Background: an optimization exercise with open tools, aiming at small area. Do not read the settings as production practice.
Only simulation tests tie the RTL to the original design; equivalence was not proved.
The clock input has no modelled driver; a real chip could not lean on it and would need a root buffer or a full tree.
No activity file was given, so power comes from the tool's default toggle rates.

--- flow/design.v ---
`timescale 1ns / 1ps
module segdisplay(
    input [13:0] nb,
    input myclk,
    input rst,
    output [7:0] seg,
    output [3:0] an
    );
    localparam [15:0] TQ = 16'he0e0, T2 = 16'h804c, T1 = 16'h93cc, T0 = 16'h50fa;
    localparam [15:0] K2 = 16'h8c04, K1 = 16'hb5b5, K0 = 16'hd796;
    localparam [7:0] IQ = 8'he0, I2 = 8'h8c, I1 = 8'h9c, I0 = 8'h5a;
    localparam [15:0] D0 = 16'h7720, D1 = 16'hb301, D2 = 16'h3f04, D3 = 16'h7722, D4 = 16'hffaa, D5 = 16'h3f2e, D6 = 16'h3332;
    wire [2:0] c0 = {nb[13], nb[12], nb[11]};
    wire q0 = IQ[c0];  wire [2:0] s0 = {I2[c0], I1[c0], I0[c0]};
    wire [3:0] c1 = {s0, nb[10]};
    wire q1 = TQ[c1];  wire [2:0] s1 = {T2[c1], T1[c1], T0[c1]};
    wire [3:0] c2 = {s1, nb[9]};
    wire q2 = TQ[c2];  wire [2:0] s2 = {T2[c2], T1[c2], T0[c2]};
    wire [3:0] c3 = {s2, nb[8]};
    wire q3 = TQ[c3];  wire [2:0] s3 = {T2[c3], T1[c3], T0[c3]};
    wire [3:0] c4 = {s3, nb[7]};
    wire q4 = TQ[c4];  wire [2:0] s4 = {T2[c4], T1[c4], T0[c4]};
    wire [3:0] c5 = {s4, nb[6]};
    wire q5 = TQ[c5];  wire [2:0] s5 = {T2[c5], T1[c5], T0[c5]};
    wire [3:0] c6 = {s5, nb[5]};
    wire q6 = TQ[c6];  wire [2:0] s6 = {T2[c6], T1[c6], T0[c6]};
    wire [3:0] c7 = {s6, nb[4]};
    wire q7 = TQ[c7];  wire [2:0] s7 = {T2[c7], T1[c7], T0[c7]};
    wire [3:0] c8 = {s7, nb[3]};
    wire q8 = TQ[c8];  wire [2:0] s8 = {T2[c8], T1[c8], T0[c8]};
    wire [3:0] c9 = {s8, nb[2]};
    wire q9 = TQ[c9];  wire [2:0] s9 = {T2[c9], T1[c9], T0[c9]};
    wire [3:0] c10 = {s9, nb[1]};
    wire q10 = TQ[c10];  wire [2:0] s10 = {T2[c10], T1[c10], T0[c10]};
    wire [2:0] c11 = {q0, q1, q2};
    wire q11 = IQ[c11];  wire [2:0] s11 = {I2[c11], I1[c11], I0[c11]};
    wire [3:0] c12 = {s11, q3};
    wire q12 = TQ[c12];  wire [2:0] s12 = {T2[c12], T1[c12], T0[c12]};
    wire [3:0] c13 = {s12, q4};
    wire q13 = TQ[c13];  wire [2:0] s13 = {T2[c13], T1[c13], T0[c13]};
    wire [3:0] c14 = {s13, q5};
    wire q14 = TQ[c14];  wire [2:0] s14 = {T2[c14], T1[c14], T0[c14]};
    wire [3:0] c15 = {s14, q6};
    wire q15 = TQ[c15];  wire [2:0] s15 = {T2[c15], T1[c15], T0[c15]};
    wire [3:0] c16 = {s15, q7};
    wire q16 = TQ[c16];  wire [2:0] s16 = {T2[c16], T1[c16], T0[c16]};
    wire [3:0] c17 = {s16, q8};
    wire q17 = TQ[c17];  wire [2:0] s17 = {T2[c17], T1[c17], T0[c17]};
    wire [3:0] c18 = {s17, q9};
    wire q18 = TQ[c18];  wire [2:0] s18 = {T2[c18], T1[c18], T0[c18]};
    wire [2:0] c19 = {q11, q12, q13};
    wire q19 = IQ[c19];  wire [2:0] s19 = {I2[c19], I1[c19], I0[c19]};
    wire [3:0] c20 = {s19, q14};
    wire q20 = TQ[c20];  wire [2:0] s20 = {T2[c20], T1[c20], T0[c20]};
    wire [3:0] c21 = {s20, q15};
    wire q21 = TQ[c21];  wire [2:0] s21 = {T2[c21], T1[c21], T0[c21]};
    wire [3:0] c22 = {s21, q16};
    wire q22 = TQ[c22];  wire [2:0] s22 = {T2[c22], T1[c22], T0[c22]};
    wire [3:0] c23 = {s22, q17};
    wire q23 = TQ[c23];  wire [2:0] s23 = {T2[c23], T1[c23], T0[c23]};
    wire [2:0] c24 = {q19, q20, q21};
    wire [2:0] s24 = {I2[c24], I1[c24], I0[c24]};
    reg [2:0] ph;
    localparam [7:0] A3 = 8'hfa, A2 = 8'h77, A1 = 8'h5f, A0 = 8'h3f;    
    localparam [7:0] N2 = 8'h55, N1 = 8'h3f, N0 = 8'hf0;    
    wire [3:0] an_r = {A3[ph], A2[ph], A1[ph], A0[ph]};
    reg [3:0] d;       
    reg [3:0] pd;      
    reg [4:0] sel;    
    always @(*) begin
        if (!an_r[3]) sel = {s17, q9, q10};
        else if (!an_r[0]) sel = {s22, q17, q18};
        else if (!an_r[1]) sel = {s24, q22, q23};
        else sel = {s9, nb[1], nb[0]};
    end
    wire [3:0] cs = sel[4:1];
    wire [3:0] dig = {K2[cs], K1[cs], K0[cs], sel[0]};
    always @(posedge myclk) begin
        if (rst) ph <= 3'b001;
        else ph <= {N2[ph], N1[ph], N0[ph]};
        d[3] <= rst ? 1'b1 : dig[3];
        pd[3] <= rst ? 1'b1 : d[3];
        d[2] <= dig[2];
        pd[2] <= d[2];
        d[1] <= rst ? 1'b0 : dig[1];
        pd[1] <= rst ? 1'b0 : d[1];
        d[0] <= dig[0];
        pd[0] <= d[0];
    end
    wire blank = pd[3] & ~pd[1];
    assign seg = {blank | D0[pd], blank | D1[pd], blank | D2[pd], blank | D3[pd], blank | D4[pd], blank | D5[pd], blank | D6[pd], 1'b1};
    assign an = an_r;
endmodule
--- flow/flow/run.sh ---
#!/bin/bash
# Layout flow: the standard flow (standard.sh) with these changes:
#  - synthesis runs the standard flow's own script, but ABC maps with an area-oriented
#    script (flow/abc.script) and Yosys's adder extraction is off;
#  - ports are buffered with the smallest buffer (buf_1);
#  - the clock tree uses clkbuf_2 and no dummy loads.
# The full output goes to standard.log; ORFS keeps each step's log in orfs/logs.
set -euo pipefail
here=$(pwd)
export MY_FLOW_DIR=$here/flow
export MY_ABC_SCRIPT=$here/flow/abc.script
bash standard.sh SYNTH_SCRIPT=$here/flow/synth.tcl ADDER_MAP_FILE= \
  "BUFFER_PORTS_ARGS=-buffer_cell sky130_fd_sc_hd__buf_1" \
  "CTS_ARGS=-sink_clustering_enable -repair_clock_nets -dont_use_dummy_load -sink_clustering_size 30 -sink_clustering_max_diameter 200 -buf_list sky130_fd_sc_hd__clkbuf_2" \
  finish > $here/standard.log 2>&1
--- flow/flow/abc.script ---
strash
&get -n
&deepsyn -J 30 -T 300
&put
dch
amap
mfs3 -ae -R 4
topo
stime -c
--- flow/flow/synth.tcl ---
# The standard flow's synthesis (synth_recipe.tcl), with ABC run on flow/abc.script
proc abc {args} {
  set i [lsearch -exact $args -script]
  if { $i >= 0 } { lset args [expr {$i + 1}] $::env(MY_ABC_SCRIPT) }
  puts "abc with area script: $args"
  yosys abc {*}$args
}
source $::env(MY_FLOW_DIR)/../synth_recipe.tcl
--- flow/standard.sh ---
#!/bin/bash
# synth_recipe.tcl (not shown) runs the flow's synth.tcl, then flattens the netlist and writes it again
# the make line also repeats each setting of config.mk as NAME=value (left out here)
make -C /OpenROAD-flow-scripts/flow DESIGN_CONFIG=/design/flow/config.mk WORK_HOME=/design/flow/orfs CLKGATE_MAP_FILE= SYNTH_SCRIPT=/design/flow/synth_recipe.tcl "${@:-finish}"
--- flow/config.mk ---
export PLATFORM = sky130hd
export DESIGN_NAME = segdisplay
export DESIGN_NICKNAME = segdisplay
export VERILOG_FILES = /design/flow/design.v
export SDC_FILE = /design/flow/constraint.sdc
export NUM_CORES = 4
export LEC_CHECK = 0
export ABC_AREA = 1
export CAP_MARGIN = 20
export CORE_MARGIN = 2
export CORE_UTILIZATION = 40
export SLEW_MARGIN = 20
--- flow/constraint.sdc ---
create_clock -name core_clock -period 100.0 [get_ports {myclk}]
set_input_delay 20.0000 -clock core_clock [delete_from_list [all_inputs] [get_ports {myclk}]]
set_output_delay 20.0000 -clock core_clock [all_outputs]
set_load 0.01 [all_outputs]
==> flow_summary.json, run 1 <==
{
  "period_share_pct": 24.7,
  "cts_tree": "done",
  "diodes": 0,
  "drcViolationCount": 0,
  "critPathArrivalTime_ps": 24810,
  "end_kind": "flop",
  "swShare_pct": 51.0,
  "htreeDepth": 1,
  "syn_area_um2": 1230,
  "gp_congestion": 0.815,
  "syn_avg_cell_area_um2": 5.62,
  "cp_max_fo": 5,
  "die_width_um": 59.5,
  "cts_sinks": 11,
  "critPathSlowestCell": "a21boi_0",
  "period_needed_ps": 24680,
  "fin_cells": 280,
  "pwr-share-seq_pct": 23.5,
  "maxSlewViolCount": 0,
  "post-route-util_pct": 46.2,
  "crit_path_frequent_cell": "nor2_1",
  "ir_worst_vdd_mv": 0.00500,
  "path_class": "primary input to flop",
  "dieHeight_um": 59.5,
  "cts_hold_buffers": 0,
  "start_util_pct": 41.3,
  "grt_pass1_wl_mm": 4.68,
  "drive_above_1_share_pct": 1.21,
  "crit_path_start_kind": "primary input",
  "skew_ps": 3.47,
  "dieArea_um2": 3530,
  "p_leak_nw": 0.489,
  "hold_class": "flop to flop",
  "synthDistinctLibCells": 27,
  "vias": 1496,
  "setup_viol": 0,
  "ant_nets": 0,
  "power_frac_comb_pct": 68.3,
  "syn_nets": 235,
  "ys_ff_latch": 11,
  "path_buf_inv": 4,
  "setup_tns_ps": 0,
  "multiInputGateArea_um2": 965,
  "finalHoldViolCount": 0,
  "max_stage_delay_ps": 350,
  "cts_buffer_depth": 2,
  "syn2layout_area_growth_pct": 11.9,
  "path_clk_slew_ps": 90,
  "layout_common_cells": "nor2_1 (64), o21ai_0 (38), nand2_1 (27)",
  "cp_top_family": "compound AO/OA/AOI/OAI gates",
  "rsz0062_at_grt": "false",
  "internal-power_w": 0.0000126,
  "dr.first_iter.drc_count": 71,
  "rows": 20,
  "root_buffer": "clkbuf_2",
  "cp.required_ps": 100130,
  "final_common_cell": "nor2_1",
  "wire_per_inst_um": 9.49,
  "cts_setup_buffers": 0,
  "grtUsageTotal_pct": 16.6,
  "ys_warn_count": 1,
  "p_switching_w": 0.0000131,
  "nets": 265,
  "antenna_found_initial": 0,
  "hold-worst-slack_ps": 334,
  "status": "no timing/DRC/antenna violations",
  "numCtsBuffers": 3,
  "ys_seq_area_share_pct": 17.9,
  "regArea_um2": 220,
  "synthCells": 219,
  "cts-resized-gates": 0,
  "first_pass_iters": 4,
  "fill_cells": 327,
  "max_clock_freq_mhz": 40.5,
  "cap_violations": 0,
  "pwr_density_cell_nw_per_um2": 18.6,
  "dpl-instance-area_um2": 1360,
  "grt_start_max_net_pins": 9,
  "port_buffers": 26,
  "pwr-share-clk_pct": 8.2,
  "routed_wirelength_mm": 2.66,
  "clkLatencyLatePin_ps": 250,
  "pin_count": 28,
  "core_um2": 2980,
  "detailed_place_hpwl_mm": 2.26,
  "stdcell_area_um2": 1380,
  "placed_cells": 277,
  "grt-ovfl-total": 0,
  "grt_pass1_vias": 1205,
  "avgViaCountPerCell": 5.34
}
[cells by family after synthesis]
group / count (synthesis) / share of synthesized area [%]
AO/OA/AOI/OAI: 77 / 37.6
buffers and inverters: 11 / 3.66
flip-flops: 11 / 17.9
other: 1 / 0.305
AND/OR/NAND/NOR: 119 / 40.5
[power groups by stage]
stage | combinational, W | clock, W | sequential, W
final | 0.0000175 | 0.00000211 | 0.00000603
after global routing | 0.0000204 | 0.00000232 | 0.00000614
after CTS | 0.0000174 | 0.00000225 | 0.00000606
after detailed placement | 0.0000174 | 0 | 0.00000616
after global placement | 0.0000173 | 0 | 0.00000614
after floorplan | 0.0000140 | 0 | 0.00000601
[per-layer routing]
metal	share of wire [%]	global-route usage, %
met1	53	23.1
met2	39	26.7
met3	7.7	4.15
met4	0.34	1.95
met5	0	0
[final cells by class]
| cell class | instances | area share (%) |
|---|---|---|
| tap | 33 | 3.00 |
| inverter | 10 | 2.73 |
| timing repair buffer | 26 | 7.09 |
| clock buffer | 3 | 1.09 |
| multi-input combinational | 197 | 70.1 |
| sequential | 11 | 16.0 |
[metrics by stage]
stage	setup WS, ps	power [W]
floorplan	75880	0.0000200
global placement	75210	0.0000234
detailed placement	75060	0.0000235
CTS	75320	0.0000258
global route	74480	0.0000289
finish	75320	0.0000257
[state kept, by name (all words and copies together) (netlist names)]
register / count
d: 4
ph: 3
pd: 4
[worst reg2reg max path, cell delays in order (launching register included)]
cell and delay, ps:
dfxtp_1 340, nand2_1 230, clkinv_1 200, a22oi_1 180
o21ai_0 120, o22ai_1 280, nand2_1 110, o21ai_0 130
nor2_1 80, a211oi_1 160
[synth_stat cells, drive strengths merged]
library cell | count | share of area (%)
o22a | 1 | 0.71
a31oi | 2 | 1.0
a21boi | 1 | 0.61
clkinv | 10 | 3.1
nand2 | 27 | 8.2
a211oi | 2 | 1.2
a31o | 1 | 0.71
nor3 | 15 | 6.1
and3 | 1 | 0.51
nand2b | 2 | 1.0
o21a | 13 | 7.9
o221ai | 2 | 1.4
dfxtp | 11 | 18
nor2b | 4 | 2.0
and2 | 3 | 1.5
buf | 1 | 0.61
o21bai | 1 | 0.61
a22oi | 1 | 0.61
o311ai | 1 | 0.71
o22ai | 4 | 2.0
a21oi | 8 | 3.3
or2 | 3 | 1.5
conb | 1 | 0.30
a22o | 1 | 0.71
o21ai | 38 | 15
nor2 | 64 | 20
o31ai | 1 | 0.61
[final timing paths]
kind | cells past startpoint | slack (ps) | startpoint | endpoint
setup / recovery | 28 | 75320 | nb[13] | d[1]
hold / removal | 0 | 330 | d[2] | pd[2]
setup reg to reg | 9 | 98090 | ph[0] | d[1]
hold reg to reg | 0 | 330 | d[2] | pd[2]
==> run 2, diff against run 1 <==
--- a/flow/design.v
+++ b/flow/design.v
@@ -62,21 +62,21 @@
     wire [2:0] s24 = {I2[c24], I1[c24], I0[c24]};
     reg [2:0] ph;
-    localparam [7:0] A3 = 8'hfa, A2 = 8'h77, A1 = 8'h5f, A0 = 8'h3f;    
-    localparam [7:0] N2 = 8'h55, N1 = 8'h3f, N0 = 8'hf0;    
-    wire [3:0] an_r = {A3[ph], A2[ph], A1[ph], A0[ph]};
+    wire [3:0] an_r = {~(~ph[1] & ph[0]), ~(ph[2] & ~ph[1] & ~ph[0]), ~(ph[1] & ph[0]), ~(ph[1] & ~ph[0])};
     reg [3:0] d;       
     reg [3:0] pd;      
     reg [4:0] sel;    
     always @(*) begin
-        if (!an_r[3]) sel = {s17, q9, q10};
-        else if (!an_r[0]) sel = {s22, q17, q18};
-        else if (!an_r[1]) sel = {s24, q22, q23};
-        else sel = {s9, nb[1], nb[0]};
+        case (ph[1:0])
+            2'd1: sel = {s17, q9, q10};
+            2'd2: sel = {s22, q17, q18};
+            2'd3: sel = {s24, q22, q23};
+            default: sel = {s9, nb[1], nb[0]};
+        endcase
     end
     wire [3:0] cs = sel[4:1];
     wire [3:0] dig = {K2[cs], K1[cs], K0[cs], sel[0]};
     always @(posedge myclk) begin
-        if (rst) ph <= 3'b001;
-        else ph <= {N2[ph], N1[ph], N0[ph]};
+        if (rst) ph <= 3'b000;
+        else ph <= {ph[1] & ph[0], ph[1:0] + 2'd1};
         d[3] <= rst ? 1'b1 : dig[3];
         pd[3] <= rst ? 1'b1 : d[3];
==> flow_summary.json, run 2 <==
{
  "cts_buffer_depth": 2,
  "skew_ps": 3.44,
  "post-route-util_pct": 46.1,
  "gp_congestion": 0.827,
  "syn2layout_area_growth_pct": 11.8,
  "numCtsBuffers": 3,
  "pwr-share-seq_pct": 23.6,
  "rsz0062_at_grt": "false",
  "nets": 270,
  "ys_warn_count": 1,
  "die_width_um": 59.6,
  "syn_area_um2": 1240,
  "drive_above_1_share_pct": 1.19,
  "start_util_pct": 41.2,
  "htreeDepth": 1,
  "cts_tree": "done",
  "async_reset_ff_share_pct": 0,
  "routed_wirelength_mm": 2.71,
  "grtUsageTotal_pct": 16.4,
  "path_class": "primary input to flop",
  "grt_start_max_net_pins": 8,
  "pwr_density_cell_nw_per_um2": 19.1,
  "ff2ff_path_depth": 7,
  "first_pass_iters": 4,
  "critPathArrivalTime_ps": 24750,
  "dieArea_um2": 3550,
  "hold_end": "pd[2]",
  "setup_tns_ps": 0,
  "ir_worst_vdd_mv": 0.00717,
  "ys_ff_latch": 11,
  "swShare_pct": 51.1,
  "core_um2": 3000,
  "dieHeight_um": 59.6,
  "clkLatencyLatePin_ps": 250,
  "use_met2_pct": 24.6,
  "period_needed_ps": 24590,
  "power_frac_comb_pct": 68.4,
  "path_clk_slew_ps": 90,
  "cts_sinks": 11,
  "hold-worst-slack_ps": 329,
  "end_kind": "flop",
  "max_clock_freq_mhz": 40.7,
  "layout_common_cells": "nor2_1 (62), o21ai_0 (36), nand2_1 (27)",
  "synthTopCellsByArea": "nor2_1 (19%), dfxtp_1 (18%), o21ai_0 (15%)",
  "crit_path_frequent_cell": "o21ai_0",
  "cap_violations": 0,
  "synthDistinctLibCells": 27,
  "synth_common_cells": "nor2_1 (62), o21ai_0 (36), nand2_1 (27)",
  "vias": 1461,
  "post-synth-top-count-cell": "nor2_1",
  "avgViaCountPerCell": 5.13,
  "pin_count": 28,
  "cp_max_fo": 4,
  "port_buffers": 26,
  "root_buffer": "clkbuf_2",
  "p_switching_w": 0.0000135,
  "rows": 20,
  "reg2reg_to": "d[3]",
  "hold_class": "flop to flop",
  "r2r_setup_slack_ps": 97980,
  "drcViolationCount": 0,
  "ys_seq_area_share_pct": 17.8,
  "grt_use_met1_pct": 24.7,
  "crit_path_start_kind": "primary input",
  "synth_top_area_cell": "nor2_1",
  "synth_edf_count": 0,
  "final_common_cell": "nor2_1",
  "synth_ff_type": "dfxtp_1",
  "use_met3_pct": 3.93,
  "setup_viol": 0,
  "status": "no timing/DRC/antenna violations",
  "pwr-share-clk_pct": 8.0,
  "cts_hold_buffers": 0,
  "period_share_pct": 24.6,
  "detailed_place_hpwl_mm": 2.31,
  "min_path_cells": 0,
  "maxSlewViolCount": 0,
  "internal-power_w": 0.0000129,
  "syn_avg_cell_area_um2": 5.52,
  "critPathSlowestCell": "or3_1",
  "grt_pass1_wl_mm": 4.70,
  "cp.required_ps": 100160,
  "grt-ovfl-total": 0,
  "antenna_found_initial": 0,
  "synthCells": 224,
  "ant_nets": 0,
  "max_stage_delay_ps": 410,
  "synth.top_cell.area_share_pct": 18.8,
  "cts-resized-gates": 0,
  "diodes": 0,
  "r2r_start": "ph[0]",
  "wire_per_inst_um": 9.52,
  "dr.first_iter.drc_count": 67,
  "grt_busiest_layer": "met1",
  "syn_nets": 240,
  "top_regs": "d (4), pd (4), ph (3)",
  "worstHoldStart": "d[2]",
  "grt_pass1_vias": 1173,
  "p_leak_nw": 0.492,
  "finalHoldViolCount": 0,
  "fill_cells": 348,
  "cts_setup_buffers": 0
}
==> run 2: changes by cell type after synthesis, sizes merged, moves of 2 or more <==
cell / change
a21oi: +6
a31oi: -2
clkinv: +9
nor2: -2
o21a: -4
o21ai: -2
o22ai: +2
or2: -2
==> run 2: cell type report <==
cell class                 instances  area, um2  share of cell area, %
timing repair buffer              26       97.6                   7.05
sequential                        11        220                   15.9
tap                               33       41.3                   2.98
inverter                          19       71.3                   5.15
clock buffer                       3       15.0                   1.08
multi-input combinational        193        938                   67.8
==> run 2: critical path: cells and delay by family <==
| family | cells | cell delay, ps |
|---|---|---|
| compound gates | 13 | 2570 |
| simple gates | 12 | 1710 |
| buf+inv | 4 | 460 |
==> run 2: per-layer routing <==
layer  up-vias  part of all wire [%]  routed length (um)
li1        841                     -                   -
met1       591                    57                1540
met2        29                    38                1030
met3         0                   5.2                 141
met4         0                     0                   0
met5         -                     0                   0
==> run 2: per-stage QoR <==
step	total power, W	instance area [um2]	cells	setup slack (ps)
global placement	0.0000241	1370	282	75270
floorplan	0.0000206	1240	224	75950
CTS	0.0000265	1380	285	75430
finish	0.0000264	1380	285	75410
global route	0.0000295	1380	285	74680
detailed placement	0.0000242	1370	282	75180
==> run 2: worst max path at each step <==
stage	startpoint	endpoint	slack, ps	depth (start not counted)
2_1_floorplan	nb[12]	d[1]	75950	28
6_report	nb[12]	d[1]	75410	29
4_1_cts	nb[12]	d[1]	75430	29
5_1_grt	nb[12]	d[1]	74680	28
3_5_place_dp	nb[12]	d[1]	75180	29
3_3_place_gp	nb[12]	d[1]	75270	29
==> run 2: cell families after synthesis <==
| family | synth area share, % |
|---|---|
| flip-flops | 17.8 |
| other | 0.303 |
| AND/OR/NAND/NOR | 39.4 |
| buffers and inverters | 6.37 |
| AO/OA/AOI/OAI | 36.1 |
==> run 2: power groups by stage <==
stage          Combinational (W)  Sequential, W    Clock, W
3_5_place_dp           0.0000179     0.00000633           0
2_1_floorplan          0.0000144     0.00000620           0
5_1_grt                0.0000207     0.00000638  0.00000245
3_3_place_gp           0.0000178     0.00000633           0
4_1_cts                0.0000180     0.00000623  0.00000230
6_report               0.0000181     0.00000623  0.00000211
==> run 3, diff against run 2 <==
--- a/flow/design.v
+++ b/flow/design.v
@@ -62,21 +62,21 @@
     wire [2:0] s24 = {I2[c24], I1[c24], I0[c24]};
     reg [2:0] ph;
-    wire [3:0] an_r = {~(~ph[1] & ph[0]), ~(ph[2] & ~ph[1] & ~ph[0]), ~(ph[1] & ph[0]), ~(ph[1] & ~ph[0])};
+    localparam [7:0] A3 = 8'hfa, A2 = 8'h77, A1 = 8'h5f, A0 = 8'h3f;    
+    localparam [7:0] N2 = 8'h55, N1 = 8'h3f, N0 = 8'hf0;    
+    wire [3:0] an_r = {A3[ph], A2[ph], A1[ph], A0[ph]};
     reg [3:0] d;       
     reg [3:0] pd;      
     reg [4:0] sel;    
     always @(*) begin
-        case (ph[1:0])
-            2'd1: sel = {s17, q9, q10};
-            2'd2: sel = {s22, q17, q18};
-            2'd3: sel = {s24, q22, q23};
-            default: sel = {s9, nb[1], nb[0]};
-        endcase
+        if (!an_r[3]) sel = {s17, q9, q10};
+        else if (!an_r[0]) sel = {s22, q17, q18};
+        else if (!an_r[1]) sel = {s24, q22, q23};
+        else sel = {s9, nb[1], nb[0]};
     end
     wire [3:0] cs = sel[4:1];
     wire [3:0] dig = {K2[cs], K1[cs], K0[cs], sel[0]};
     always @(posedge myclk) begin
-        if (rst) ph <= 3'b000;
-        else ph <= {ph[1] & ph[0], ph[1:0] + 2'd1};
+        if (rst) ph <= 3'b001;
+        else ph <= {N2[ph], N1[ph], N0[ph]};
         d[3] <= rst ? 1'b1 : dig[3];
         pd[3] <= rst ? 1'b1 : d[3];
--- a/flow/flow/run.sh
+++ b/flow/flow/run.sh
@@ -4,5 +4,6 @@
 #    script (flow/abc.script) and Yosys's adder extraction is off;
 #  - ports are buffered with the smallest buffer (buf_1);
-#  - the clock tree uses clkbuf_2 and no dummy loads.
+#  - the clock tree uses clkbuf_2 and no dummy loads, and its root buffer is
+#    removed after CTS (flow/post_cts.tcl): the clock port drives the branch buffers.
 # The full output goes to standard.log; ORFS keeps each step's log in orfs/logs.
 set -euo pipefail
@@ -10,4 +11,5 @@
 export MY_FLOW_DIR=$here/flow
 export MY_ABC_SCRIPT=$here/flow/abc.script
+export POST_CTS_TCL=$here/flow/post_cts.tcl
 bash standard.sh SYNTH_SCRIPT=$here/flow/synth.tcl ADDER_MAP_FILE= \
   "BUFFER_PORTS_ARGS=-buffer_cell sky130_fd_sc_hd__buf_1" \
==> flow/flow/post_cts.tcl (new file) <==
# POST_CTS hook: remove the clock tree's root buffer, so that the clock port
# drives the (two) branch buffers directly; every flip-flop keeps one buffer
# between it and the port.
set block [ord::get_db_block]
set clk [$block findNet myclk]
set roots {}
foreach it [$clk getITerms] {
  if { [$it isInputSignal] } { lappend roots [$it getInst] }
}
if { [llength $roots] == 1 } {
  set root [lindex $roots 0]
  set rootout ""
  foreach it [$root getITerms] { if { [$it isOutputSignal] } { set rootout [$it getNet] } }
  set loads {}
  foreach it [$rootout getITerms] { if { [$it isInputSignal] } { lappend loads $it } }
  set master [[$root getMaster] getName]
  if { [string match *clkbuf* $master] && [llength $loads] <= 4 } {
    foreach it $loads {
      if { ![string match *clkbuf* [[[$it getInst] getMaster] getName]] } { return }
    }
    foreach it $loads { $it disconnect; $it connect $clk }
    foreach it [$root getITerms] { $it disconnect }
    odb::dbInst_destroy $root
    odb::dbNet_destroy $rootout
    puts "removed clock root buffer; myclk drives [llength $loads] buffers"
  }
}
==> flow_summary.json, run 3 <==
{
  "period_needed_ps": 24810,
  "synth.top_cell.area_share_pct": 19.5,
  "dr.first_iter.drc_count": 60,
  "grt_start_max_net_pins": 9,
  "cap_violations": 0,
  "gp_congestion": 0.815,
  "cts_sinks": 11,
  "dpl-instance-area_um2": 1360,
  "top_regs": "d (4), pd (4), ph (3)",
  "rows": 20,
  "antenna_found_initial": 0,
  "status": "no timing/DRC/antenna violations",
  "port_buffers": 26,
  "use_met2_pct": 26.7,
  "ys_ff_latch": 11,
  "dieHeight_um": 59.5,
  "hold_class": "flop to flop",
  "synth_edf_count": 0,
  "syn2layout_area_growth_pct": 11.5,
  "path_class": "primary input to flop",
  "die_width_um": 59.5,
  "core_um2": 2980,
  "synthTopCellsByArea": "nor2_1 (20%), dfxtp_1 (18%), o21ai_0 (15%)",
  "ys_seq_area_share_pct": 17.9,
  "period_share_pct": 24.8,
  "wire_per_inst_um": 9.49,
  "pwr_density_cell_nw_per_um2": 18.3,
  "start_util_pct": 41.3,
  "synthDistinctLibCells": 27,
  "syn_nets": 235,
  "startpoint": "nb[13]",
  "grt-ovfl-total": 0,
  "grt_pass1_wl_mm": 4.65,
  "nets": 264,
  "syn_area_um2": 1230,
  "ir_worst_vdd_mv": 0.00497,
  "pin_count": 28,
  "finalHoldViolCount": 0,
  "cp_max_fo": 5,
  "synthCells": 219,
  "final_common_cell": "nor2_1",
  "grt_use_met1_pct": 23.1,
  "r2r_start": "ph[0]",
  "ys_warn_count": 1,
  "setup_tns_ps": 0,
  "setup_viol": 0,
  "vias": 1489,
  "maxSlewViolCount": 0,
  "cp.required_ps": 100000,
  "diodes": 0,
  "grt_pass1_vias": 1200,
  "stdcell_area_um2": 1370,
  "drcViolationCount": 0,
  "synth_top_area_cell": "nor2_1",
  "dieArea_um2": 3530,
  "skew_ps": 4.31,
  "first_pass_iters": 4,
  "path_clk_slew_ps": 90,
  "async_reset_ff_share_pct": 0,
  "drive_above_1_share_pct": 0.813,
  "post-synth-top-count-cell": "nor2_1",
  "critPathArrivalTime_ps": 24810,
  "grtUsageTotal_pct": 16.4,
  "worstHoldStart": "d[2]",
  "crit_path_start_kind": "primary input",
  "synth_common_cells": "nor2_1 (64), o21ai_0 (38), nand2_1 (27)",
  "p_leak_nw": 0.485,
  "end_kind": "flop",
  "ant_nets": 0,
  "synth_ff_type": "dfxtp_1",
  "use_met3_pct": 2.84,
  "rsz0062_at_grt": "false",
  "grt_busiest_layer": "met2",
  "avgViaCountPerCell": 5.34,
  "syn_avg_cell_area_um2": 5.62,
  "fill_cells": 328,
  "layout_common_cells": "nor2_1 (64), o21ai_0 (38), nand2_1 (27)",
  "detailed_place_hpwl_mm": 2.26,
  "max_clock_freq_mhz": 40.3,
  "routed_wirelength_mm": 2.65,
  "clkLatencyLatePin_ps": 120
}
run 3: stage by stage:
step	worst slack, ps	total power (W)	util, %	hold WS (ps)	cells
finish	75190	0.0000251	46.1	334	279
global route	74330	0.0000282	46.1	338	279
detailed placement	75060	0.0000235	45.7	314	277
global placement	75210	0.0000234	45.7	311	277
floorplan	75880	0.0000200	-	310	219
run 3: worst paths after layout:
check	end	slack, ps	depth (start not counted)
setup / recovery	d[1]	75190	28
hold / removal	pd[2]	330	0
setup reg to reg	d[1]	98090	9
hold reg to reg	pd[2]	330	0
run 3: cell type report:
cell class              count  area [um2]  area share (%)
clock buffers               2        10.0           0.730
multi-input cells         197         965            70.3
flip-flops and latches     11         220            16.1
well taps                  33        41.3            3.01
repair buffers             26        97.6            7.12
inverters                  10        37.5            2.74
run 3: logic make-up after synthesis:
group | count (synthesis) | share of synthesized area (%)
compound gates | 77 | 37.6
flops | 11 | 17.9
other cells | 1 | 0.305
buf+inv | 11 | 3.66
simple gates | 119 | 40.5
run 3: layer usage:
| layer | vias to the layer above | wire length, um |
|---|---|---|
| met5 | - | 0 |
| li1 | 835 | - |
| met1 | 611 | 1400 |
| met2 | 40 | 1040 |
| met4 | 0 | 12 |
| met3 | 3 | 198 |
run 3: power by group:
part	internal [W]	switching, W	total [W]
sequential	0.00000543	0.000000607	0.00000604
clock	0.000000561	0.000000954	0.00000152
combinational	0.00000633	0.0000112	0.0000175
total	0.0000123	0.0000127	0.0000251
run 3: worst max-delay path: stages:
cell	delay (ps)
buf_1	120
clkinv_1	120
nor2_1	180
clkinv_1	120
o21ai_0	240
a21oi_1	70
nor2_1	120
o21ai_0	160
nor3_1	250
nor2_1	100
nor2_1	140
nor2_1	70
o22ai_1	270
nand2_1	100
o21ai_0	280
nand2_1	100
o21ai_0	290
nor3_1	120
nor2_1	230
nand2_1	90
o21bai_1	240
a21boi_0	350
o31ai_1	130
o22a_1	210
o22ai_1	340
clkinv_1	150
nor2_1	130
a211oi_1	70
==> run 4, diff against run 3 <==
--- a/flow/design.v
+++ b/flow/design.v
@@ -7,8 +7,8 @@
     output [3:0] an
     );
-    localparam [15:0] TQ = 16'he0e0, T2 = 16'h804c, T1 = 16'h93cc, T0 = 16'h50fa;
-    localparam [15:0] K2 = 16'h8c04, K1 = 16'hb5b5, K0 = 16'hd796;
-    localparam [7:0] IQ = 8'he0, I2 = 8'h8c, I1 = 8'h9c, I0 = 8'h5a;
-    localparam [15:0] D0 = 16'h7720, D1 = 16'hb301, D2 = 16'h3f04, D3 = 16'h7722, D4 = 16'hffaa, D5 = 16'h3f2e, D6 = 16'h3332;
+    localparam [15:0] TQ = 16'h0a0f, T2 = 16'h7272, T1 = 16'hee11, T0 = 16'hff19;
+    localparam [15:0] K2 = 16'h5f5a, K1 = 16'h0072, K0 = 16'ha54b;
+    localparam [7:0] IQ = 8'he0, I2 = 8'ha5, I1 = 8'h63, I0 = 8'h73;
+    localparam [15:0] D0 = 16'h7270, D1 = 16'hb031, D2 = 16'h30f4, D3 = 16'h7272, D4 = 16'hfafa, D5 = 16'h32fe, D6 = 16'h3332;
     wire [2:0] c0 = {nb[13], nb[12], nb[11]};
     wire q0 = IQ[c0];  wire [2:0] s0 = {I2[c0], I1[c0], I0[c0]};
@@ -62,7 +62,5 @@
     wire [2:0] s24 = {I2[c24], I1[c24], I0[c24]};
     reg [2:0] ph;
-    localparam [7:0] A3 = 8'hfa, A2 = 8'h77, A1 = 8'h5f, A0 = 8'h3f;    
-    localparam [7:0] N2 = 8'h55, N1 = 8'h3f, N0 = 8'hf0;    
-    wire [3:0] an_r = {A3[ph], A2[ph], A1[ph], A0[ph]};
+    wire [3:0] an_r = {~(ph[2] & ph[1]), ~(ph[2] & ~ph[1] & ~ph[0]), ~(ph[1] & ph[0]), ~(ph[2] & ph[0])};
     reg [3:0] d;       
     reg [3:0] pd;      
@@ -77,10 +75,10 @@
     wire [3:0] dig = {K2[cs], K1[cs], K0[cs], sel[0]};
     always @(posedge myclk) begin
-        if (rst) ph <= 3'b001;
-        else ph <= {N2[ph], N1[ph], N0[ph]};
-        d[3] <= rst ? 1'b1 : dig[3];
-        pd[3] <= rst ? 1'b1 : d[3];
-        d[2] <= dig[2];
-        pd[2] <= d[2];
+        if (rst) ph <= 3'b000;
+        else ph <= {~(ph[2] & ph[0]), ~ph[1], ph[2] & (ph[1] | ph[0])};
+        d[3] <= dig[3];
+        pd[3] <= d[3];
+        d[2] <= rst ? 1'b1 : dig[2];
+        pd[2] <= rst ? 1'b1 : d[2];
         d[1] <= rst ? 1'b0 : dig[1];
         pd[1] <= rst ? 1'b0 : d[1];
@@ -88,5 +86,5 @@
         pd[0] <= d[0];
     end
-    wire blank = pd[3] & ~pd[1];
+    wire blank = pd[2] & ~pd[1];
     assign seg = {blank | D0[pd], blank | D1[pd], blank | D2[pd], blank | D3[pd], blank | D4[pd], blank | D5[pd], blank | D6[pd], 1'b1};
     assign an = an_r;
==> flow/flow/run.sh (replaced) <==
#!/bin/bash
# Layout flow: the standard flow (standard.sh) with these changes:
#  - synthesis runs the standard flow's own script, but ABC maps with an area-oriented
#    script (flow/abc.script.in) and Yosys's adder extraction is off; the
#    script's random seed is chosen by synthesizing with each of several seeds
#    (in separate ORFS work folders trial<seed>/) and keeping the smallest;
#  - ports are buffered with the smallest buffer (buf_1);
#  - the clock tree uses clkbuf_2 and no dummy loads.
# Each run's output goes to its own log: trial<seed>.log, standard.log;
# ORFS keeps each step's log in orfs/logs (and trial<seed>/logs).
set -euo pipefail
here=$(pwd)
export MY_FLOW_DIR=$here/flow
common=(SYNTH_SCRIPT=$here/flow/synth.tcl ADDER_MAP_FILE=
  "BUFFER_PORTS_ARGS=-buffer_cell sky130_fd_sc_hd__buf_1"
  "CTS_ARGS=-sink_clustering_enable -repair_clock_nets -dont_use_dummy_load -sink_clustering_size 30 -sink_clustering_max_diameter 200 -buf_list sky130_fd_sc_hd__clkbuf_2")
seeds="0 1 2 3 4 5 6 7"
trial() {
  local s=$1
  sed "s/@SEED@/$s/" $here/flow/abc.script.in > $here/abc_s$s.script
  MY_ABC_SCRIPT=$here/abc_s$s.script bash standard.sh "${common[@]}" \
    WORK_HOME=$here/trial$s synth > $here/trial$s.log 2>&1 || true
}
n=0
for s in $seeds; do
  trial $s &
  n=$((n + 1))
  if [ $((n % 4)) -eq 0 ]; then wait; fi
done
wait
best=""; best_area=""
for s in $seeds; do
  f=$here/trial$s/reports/sky130hd/segdisplay/base/synth_stat.txt
  [ -f "$f" ] || continue
  a=$(grep "Chip area for module" "$f" | tail -1 | awk '{print $NF}')
  echo "seed $s: synthesized area $a" >> $here/seeds.log
  if [ -z "$best" ] || awk -v a="$a" -v b="$best_area" 'BEGIN { exit !(a < b) }'; then
    best=$s; best_area=$a
  fi
done
[ -n "$best" ] || best=0
echo "chosen seed $best ($best_area)" >> $here/seeds.log
MY_ABC_SCRIPT=$here/abc_s$best.script bash standard.sh "${common[@]}" finish > $here/standard.log 2>&1
==> flow/flow/abc.script.in (new file) <==
strash
&get -n
&deepsyn -J 30 -T 300 -S @SEED@
&put
dch
amap
mfs3 -ae -R 4
topo
stime -c
removed: flow/flow/abc.script
removed: flow/flow/post_cts.tcl
==> flow_summary.json, run 4 <==
{
  "pwr-share-seq_pct": 22.0,
  "rows": 20,
  "max_clock_freq_mhz": 39.9,
  "synth.top_cell.area_share_pct": 17.7,
  "cts_buffer_depth": 2,
  "async_reset_ff_share_pct": 0,
  "diodes": 0,
  "nets": 262,
  "start_util_pct": 41.4,
  "cts_sinks": 11,
  "ant_nets": 0,
  "setup_tns_ps": 0,
  "critPathSlowestCell": "a211oi_1",
  "status": "no timing/DRC/antenna violations",
  "layout_common_cells": "nor2_1 (52), o21ai_0 (36), nand2_1 (26), buf_1 (26), nor3_1 (16)",
  "period_needed_ps": 25060,
  "p_leak_nw": 0.488,
  "min_path_cells": 0,
  "p_switching_w": 0.0000136,
  "syn_nets": 232,
  "pin_count": 28,
  "hold_class": "flop to flop",
  "final_common_cell": "nor2_1",
  "hold-worst-slack_ps": 331,
  "finalHoldViolCount": 0,
  "pwr_density_cell_nw_per_um2": 18.9,
  "syn2layout_area_growth_pct": 11.8,
  "grt_pass1_vias": 1158,
  "path_clk_slew_ps": 100,
  "end_kind": "flop",
  "hold_end": "pd[0]",
  "cts-resized-gates": 0,
  "power_frac_comb_pct": 70.0,
  "syn_area_um2": 1240,
  "avgViaCountPerCell": 5.28,
  "drive_above_1_share_pct": 1.23,
  "cp_max_fo": 5,
  "ir_worst_vdd_mv": 0.00677,
  "synthDistinctLibCells": 26,
  "grt-ovfl-total": 0,
  "crit_path_start_kind": "primary input",
  "cts_setup_buffers": 0,
  "syn_avg_cell_area_um2": 5.76,
  "maxSlewViolCount": 0,
  "grt_pass1_wl_mm": 4.59,
  "dr.first_iter.drc_count": 68,
  "rsz0062_at_grt": "false",
  "grtUsageTotal_pct": 15.9,
  "post-synth-top-count-cell": "nor2_1",
  "fin_ws_ps": 74940,
  "path_class": "primary input to flop",
  "port_buffers": 26,
  "synth_ff_type": "dfxtp_1",
  "ys_warn_count": 1,
  "r2r_setup_slack_ps": 97790,
  "clkLatencyLatePin_ps": 250,
  "fin_cells": 277,
  "ys_seq_area_share_pct": 17.7,
  "gp_congestion": 0.861,
  "skew_ps": 18.4,
  "placed_cells": 274,
  "cts_tree": "done",
  "numCtsBuffers": 3,
  "vias": 1462,
  "setup_viol": 0,
  "core_um2": 3000,
  "worstHoldStart": "d[0]",
  "synthTopCellsByArea": "dfxtp_1 (18%), nor2_1 (16%), o21ai_0 (14%)",
  "root_buffer": "clkbuf_2",
  "swShare_pct": 51.7,
  "crit_path_frequent_cell": "nor2_1",
  "startpoint": "nb[11]",
  "critPathArrivalTime_ps": 25230,
  "reg2reg_to": "d[1]",
  "die_width_um": 59.8,
  "r2r_start": "ph[1]",
  "max_stage_delay_ps": 360,
  "wire_per_inst_um": 9.43,
  "synth_common_cells": "nor2_1 (52), o21ai_0 (36), nand2_1 (26)",
  "ys_ff_latch": 11,
  "synth_top_area_cell": "dfxtp_1",
  "detailed_place_hpwl_mm": 2.25,
  "pwr-share-clk_pct": 7.9,
  "antenna_found_initial": 0,
  "cp.required_ps": 100180,
  "first_pass_iters": 4,
  "pre_cts_slack_ps": 74670,
  "internal-power_w": 0.0000127,
  "htreeDepth": 1,
  "cts_hold_buffers": 0,
  "synth_edf_count": 0,
  "dieArea_um2": 3570,
  "routed_wirelength_mm": 2.61,
  "synthCells": 216,
  "cap_violations": 0,
  "top_regs": "d (4), pd (4), ph (3)",
  "ff2ff_path_depth": 10,
  "dieHeight_um": 59.8,
  "period_share_pct": 25.1,
  "drcViolationCount": 0,
  "grt_start_max_net_pins": 8
}
-- run 4: changes by cell type after synthesis, moves of 2 or more --
cell | before | now
nor2_1 | 64 | 52
and2_0 | 3 | 6
o21a_1 | 13 | 15
a211oi_1 | 2 | 4
a21oi_1 | 8 | 12
o211ai_1 | 0 | 3
o21ai_0 | 38 | 36
-- run 4: cell families after synthesis --
| kind of cell | Yosys count | synth area share [%] |
|---|---|---|
| simple gates | 112 | 39.0 |
| compound gates | 82 | 39.6 |
| flops | 11 | 17.7 |
| buf+inv | 10 | 3.32 |
| other cells | 1 | 0.302 |
-- run 4: worst max-delay path by stage --
| stage | end | slack (ps) |
|---|---|---|
| finish | d[1] | 74940 |
| global route | d[1] | 73890 |
| floorplan | d[1] | 75430 |
| CTS | d[1] | 74950 |
| global placement | d[1] | 74780 |
| detailed placement | d[1] | 74670 |
-- run 4: cell type report --
cell class	count	area [um2]
Timing Repair Buffer	26	97.6
Sequential cell	11	220
Fill cell	338	1610
Inverter	9	33.8
Tap cell	33	41.3
Clock buffer	3	15.0
Multi-Input combinational cell	195	982
-- run 4: worst max-delay path: cells and delay by family --
kind / cells / cell delay (ps)
AO/OA/AOI/OAI: 12 / 2510
AND/OR/NAND/NOR: 18 / 2430
buffers and inverters: 3 / 300
-- run 4: power groups by stage --
stage,Sequential [W],Combinational (W),Clock (W)
after floorplan,0.00000576,0.0000148,0
after global placement,0.00000589,0.0000181,0
after detailed placement,0.00000589,0.0000182,0
after CTS,0.00000579,0.0000182,0.00000218
after global routing,0.00000591,0.0000212,0.00000236
final,0.00000578,0.0000184,0.00000207
-- run 4: per-stage QoR --
| step | instance area (um2) | total power (W) | util, % |
|---|---|---|---|
| 2_1_floorplan | 1240 | 0.0000206 | - |
| 3_3_place_gp | 1380 | 0.0000240 | 45.8 |
| 3_5_place_dp | 1380 | 0.0000241 | 45.8 |
| 4_1_cts | 1390 | 0.0000262 | 46.3 |
| 5_1_grt | 1390 | 0.0000295 | 46.3 |
| 6_report | 1390 | 0.0000262 | 46.3 |
-- run 4: routing by layer --
metal	track usage [%]	part of all wire, %
met1	24.4	55
met2	22.8	39
met3	3.90	5.7
met4	1.90	0
met5	0	0

-- re-timing with driven ports --
No port has a modelled driver above. Below, the same layouts with a new extraction and two added sets of constraints. Step 1 assumes that a clkbuf_16 drives the clock port and a buf_2 every other input. Step 2, shift: input delay + t, output delay - t, t = (earliest + latest rising clock arrival at the registers) / 2. This alone moves slack from input paths to output paths. Slacks: ideal / step 1 / step 2; pairs: ideal / step 1.
run | shift t [ns] | slack for setup (ns) | clock arrival spread, ns
run 1 | 0.266 | 75.317 / 75.314 / 75.048 | 0.004 / 0.003
run 2 | 0.261 | 75.409 / 75.404 / 75.144 | 0.003 / 0.003
run 3 | 0.148 | 75.189 / 75.195 / 75.047 | 0.004 / 0.004
run 4 | 0.259 | 74.942 / 74.939 / 74.680 | 0.019 / 0.018
After both steps setup and hold are still met in every run listed. The setup slack of run 1, which loses most, moves by -0.003 ns with the drivers and by -0.269 ns with both steps.
